This is an optimization exercise on Yosys and OpenROAD, whose aim is small area, not a production implementation. The RTL was checked by simulation tests, not by an equivalence proof against the original design. No driver is modelled on the clock port, so clocking that relies on it looks cheaper here than on a real chip.

==> flow/design.v <==
module uart_apb_master(
input wire PCLK,
input wire PRESETn,
output wire o_uart_tx,
input wire i_uart_rx,
output wire PSEL,
output wire PENABLE,
output wire PWRITE,
input wire PREADY,
input wire PSLVERR,
output wire [31:0] PADDR,
output wire [31:0] PWDATA,
input wire [31:0] PRDATA
);
  reg  [8:0]  tmr;
  reg  [3:0]  bitcnt;
  reg  [4:0]  phase;
  reg         wflag;
  reg  [31:0] a;
  reg  [31:0] d;
  wire tick     = tmr[8] & tmr[7] & tmr[5] & tmr[4] & tmr[1];   
  wire s_tx     = phase[4] & (phase[3] | (phase[2] & phase[1]));
  wire s_sel    = phase[4] & ~phase[3] & phase[2] & ~phase[1];
  wire s_access = s_sel & phase[0];
  wire rx_wait  = ~s_tx & (bitcnt == 4'd0) & i_uart_rx;   
  wire b_end    = tick & (bitcnt == 4'd7);                 
  wire cmd_last = ~s_tx & (wflag ? phase[4] : phase[3]);   
  wire tx_first = ~phase[3] & ~phase[0];                   
  wire tx_last  = phase[3] & phase[2] & phase[1] & phase[0];
  wire rx_shift = ~s_tx & tick & bitcnt[3] & bitcnt[2];
  wire rx_corr  = ~s_tx & tick & (bitcnt == 4'd11) & ~i_uart_rx;
  wire move     = cmd_last & ~wflag & (bitcnt == 4'd7) & (tmr[8:5] == 4'd0);
  wire capture  = s_access & PREADY & ~wflag;
  wire tx_shift = s_tx & (bitcnt == 4'd7) & (tmr[8:2] == 7'd0) & ~tx_first;
  wire shift    = rx_shift | move | capture | tx_shift;
  wire sin      = bitcnt[3] & i_uart_rx;
  wire [31:0] prd;
  genvar g;
  generate
    for (g = 0; g < 32; g = g + 1) begin : perm
      assign prd[(g & ~3) | (3 - (g & 3))] = PRDATA[g];
      assign PADDR[g]  = a[(g & ~3) | (3 - (g & 3))];
      assign PWDATA[g] = d[(g & ~3) | (3 - (g & 3))];
    end
  endgenerate
  always @(posedge PCLK) begin
    if (shift) begin
      a <= {a[30:0], d[31]};
      d <= {d[30:0], sin} | (capture ? prd : 32'd0);
    end else if (rx_corr) begin
      d[3] <= ~d[3];
      d[2] <= d[2] ^ d[3];
      d[1] <= d[1] | (d[2] & d[3]);
      d[0] <= 1'b1;
    end
  end
  always @(posedge PCLK) begin
    if (phase == 5'd0)
      wflag <= d[3];
  end
  always @(posedge PCLK) begin
    if (tick | s_access)
      tmr <= 9'd0;
    else if (rx_wait)
      tmr <= 9'd256;
    else
      tmr <= tmr + 9'd1;
  end
  always @(posedge PCLK or negedge PRESETn) begin
    if (!PRESETn)
      bitcnt <= 4'd0;
    else if (s_access | b_end)
      bitcnt <= 4'd0;
    else if (tick)
      bitcnt <= bitcnt - 4'd1;
  end
  always @(posedge PCLK or negedge PRESETn) begin
    if (!PRESETn)
      phase <= 5'd0;
    else if (b_end & cmd_last)
      phase <= 5'd20;
    else if (b_end | (s_sel & (~phase[0] | PREADY)))
      phase <= phase + 5'd1;
  end
  wire [3:0] n = {d[28], d[29], d[30], d[31]};
  wire letter = n[3] & (n[2] | n[1]);
  wire [3:0] v = letter ? (n + 4'd7) : n;
  wire [7:0] hexch = {1'b0, letter, ~letter, ~letter, v};
  wire [7:0] txch = tx_first ? {5'b01110, wflag, 1'b1, wflag} :
                    tx_last  ? 8'h24 : hexch;
  wire txbit = bitcnt[3] ? txch[~bitcnt[2:0]] : bitcnt[0];
  assign o_uart_tx = ~s_tx | txbit;
  assign PSEL      = s_sel;
  assign PENABLE   = s_access;
  assign PWRITE    = wflag;
endmodule
export LEC_CHECK = 0
export CAP_MARGIN = 20
export CORE_MARGIN = 2
export CORE_UTILIZATION = 75
export SLEW_MARGIN = 20
create_clock -name core_clock -period 20.0 [get_ports {PCLK}]
standard.sh (not shown) runs the stock make flow with config.mk's settings and CLKGATE_MAP_FILE= SYNTH_SCRIPT=/design/flow/synth_recipe.tcl, a recipe that flattens the netlist after the stock synthesis.
==> flow/flow/run.sh <==
#!/bin/bash
# Standard synthesis, then an area-oriented re-mapping of its combinational
# logic (registers untouched), then the standard ORFS layout with buf_1 port
# buffers and a clock tree without dummy loads.
set -euo pipefail
R=orfs/results/sky130hd/uart_apb_master/base
LIB=$FLOW_HOME/platforms/sky130hd/lib/sky130_fd_sc_hd__tt_025C_1v80.lib

bash standard.sh synth > flow_synth.log 2>&1

cp $LIB lib.lib
yosys -q -p "read_liberty -ignore_miss_func lib.lib; write_verilog -noattr models_all.v" > models.log 2>&1
awk '/^module /{buf=""; keep=1} {buf=buf $0 "\n"} /always|^ *reg /{keep=0} /^endmodule/{if(keep) printf "%s", buf}' models_all.v > comb_models.v
cp $R/1_2_yosys.v std.v
yosys -s flow/resyn.ys > resyn.log 2>&1
cp new.v $R/1_2_yosys.v
rm -f $R/1_synth.odb $R/1_synth.sdc

bash standard.sh \
  BUFFER_PORTS_ARGS="-buffer_cell sky130_fd_sc_hd__buf_1" \
  CTS_ARGS="${X_CTS_ARGS:--sink_clustering_enable -repair_clock_nets -dont_use_dummy_load -buf_list sky130_fd_sc_hd__clkbuf_4}" \
  PRE_GLOBAL_PLACE_TCL="$PWD/flow/downsize.tcl" \
  POST_CTS_TCL="$PWD/flow/post_cts.tcl" \
  finish > flow_make.log 2>&1
==> flow/flow/resyn.abc <==
&get -n
&st
&deepsyn -J 2000 -T 100
&dch -f
&nf -R 1000
&put
==> flow/flow/resyn.ys <==
# Re-map the combinational logic of the standard synthesis netlist for area.
# Registers are liberty black boxes here, so they keep their cells and names.
read_liberty -lib lib.lib
read_verilog -overwrite comb_models.v
read_verilog std.v
hierarchy -top uart_apb_master
flatten
rename -hide w:*.*
techmap
opt_expr
opt_clean -purge
abc -liberty lib.lib -dont_use *probe* -dont_use *lpflow* -script flow/resyn.abc
read_liberty -lib -overwrite lib.lib
opt_clean -purge
splitnets
opt_clean -purge
hilomap -singleton -hicell sky130_fd_sc_hd__conb_1 HI -locell sky130_fd_sc_hd__conb_1 LO
opt_clean -purge
check -assert -mapped
stat -liberty lib.lib
write_verilog -noattr -nohex -nodec new.v
Other scripts of this flow, unchanged in this note and not shown: flow/flow/downsize.tcl, flow/flow/post_cts.tcl
Change:
--- a/flow/flow/run.sh
+++ b/flow/flow/run.sh
@@ -14,4 +14,19 @@
 cp $R/1_2_yosys.v std.v
-yosys -s flow/resyn.ys > resyn.log 2>&1
-cp new.v $R/1_2_yosys.v
+# four seeds of the re-mapping in parallel; keep the smallest netlist
+for S in 0 7 33 61; do
+  mkdir -p rs_$S
+  sed "s/SEED/$S/" flow/resyn.abc > rs_$S/resyn.abc
+  (cd rs_$S && yosys -s ../flow/resyn.ys > resyn.log 2>&1) &
+done
+wait
+best=""
+for S in 0 7 33 61; do
+  a=$(grep "Chip area" rs_$S/resyn.log | tail -1 | awk '{print $NF}') || true
+  echo "seed $S area ${a:-failed}" >> resyn_pick.log
+  if [[ -n "$a" && -f rs_$S/new.v ]] && { [[ -z "$best" ]] || awk -v x="$a" -v y="$ba" 'BEGIN{exit !(x<y)}'; }; then
+    best=$S; ba=$a
+  fi
+done
+echo "picked seed $best" >> resyn_pick.log
+cp rs_$best/new.v $R/1_2_yosys.v
 rm -f $R/1_synth.odb $R/1_synth.sdc
==> flow/flow/resyn.abc (replaced) <==
&get -n
&st
&deepsyn -T 100 -S SEED
&dch -f
&nf -R 1000
&put
==> flow/flow/resyn.ys (replaced) <==
# Re-map the combinational logic of the standard synthesis netlist for area.
# Registers are liberty black boxes here, so they keep their cells and names.
read_liberty -lib ../lib.lib
read_verilog -overwrite ../comb_models.v
read_verilog ../std.v
hierarchy -top uart_apb_master
flatten
rename -hide w:*.*
techmap
opt_expr
opt_clean -purge
abc -liberty ../lib.lib -dont_use *probe* -dont_use *lpflow* -script resyn.abc
read_liberty -lib -overwrite ../lib.lib
opt_clean -purge
splitnets
opt_clean -purge
hilomap -singleton -hicell sky130_fd_sc_hd__conb_1 HI -locell sky130_fd_sc_hd__conb_1 LO
opt_clean -purge
check -assert -mapped
stat -liberty ../lib.lib
write_verilog -noattr -nohex -nodec new.v
Count of clock-buffer cells in the layout is unchanged.
Routed wire length goes up by 1.5%.
Worst hold slack is better by 0.013 ns.

==> separate check: timing with driven ports <==
The flow's constraints put no driver on any port. The routed layouts listed below were extracted and timed again, unchanged, in two steps.
Step 1: set_driving_cell puts a clkbuf_16 on PCLK and a buf_2 on each other input, an assumption about the parent block.
Step 2 moves the port delays by t, midway between the first and last clock arrival at a register: inputs arrive t later, outputs are due t later. That takes back most of the time a late clock gives input paths.
Slacks: ideal ports / drivers / drivers and shift; pairs: ideal ports / drivers.
run | t, ns | setup slack, ns | worst slew at a driven data input, ns
the first run | 0.448 | 13.587 / 13.560 / 14.008 | 0.06
the second run | 0.463 | 13.566 / 13.540 / 13.522 | 0.05
After both steps every run listed still meets setup and hold. For the second run, which loses most, drivers alone change the setup slack by -0.026 ns; drivers and shift together by -0.044 ns.
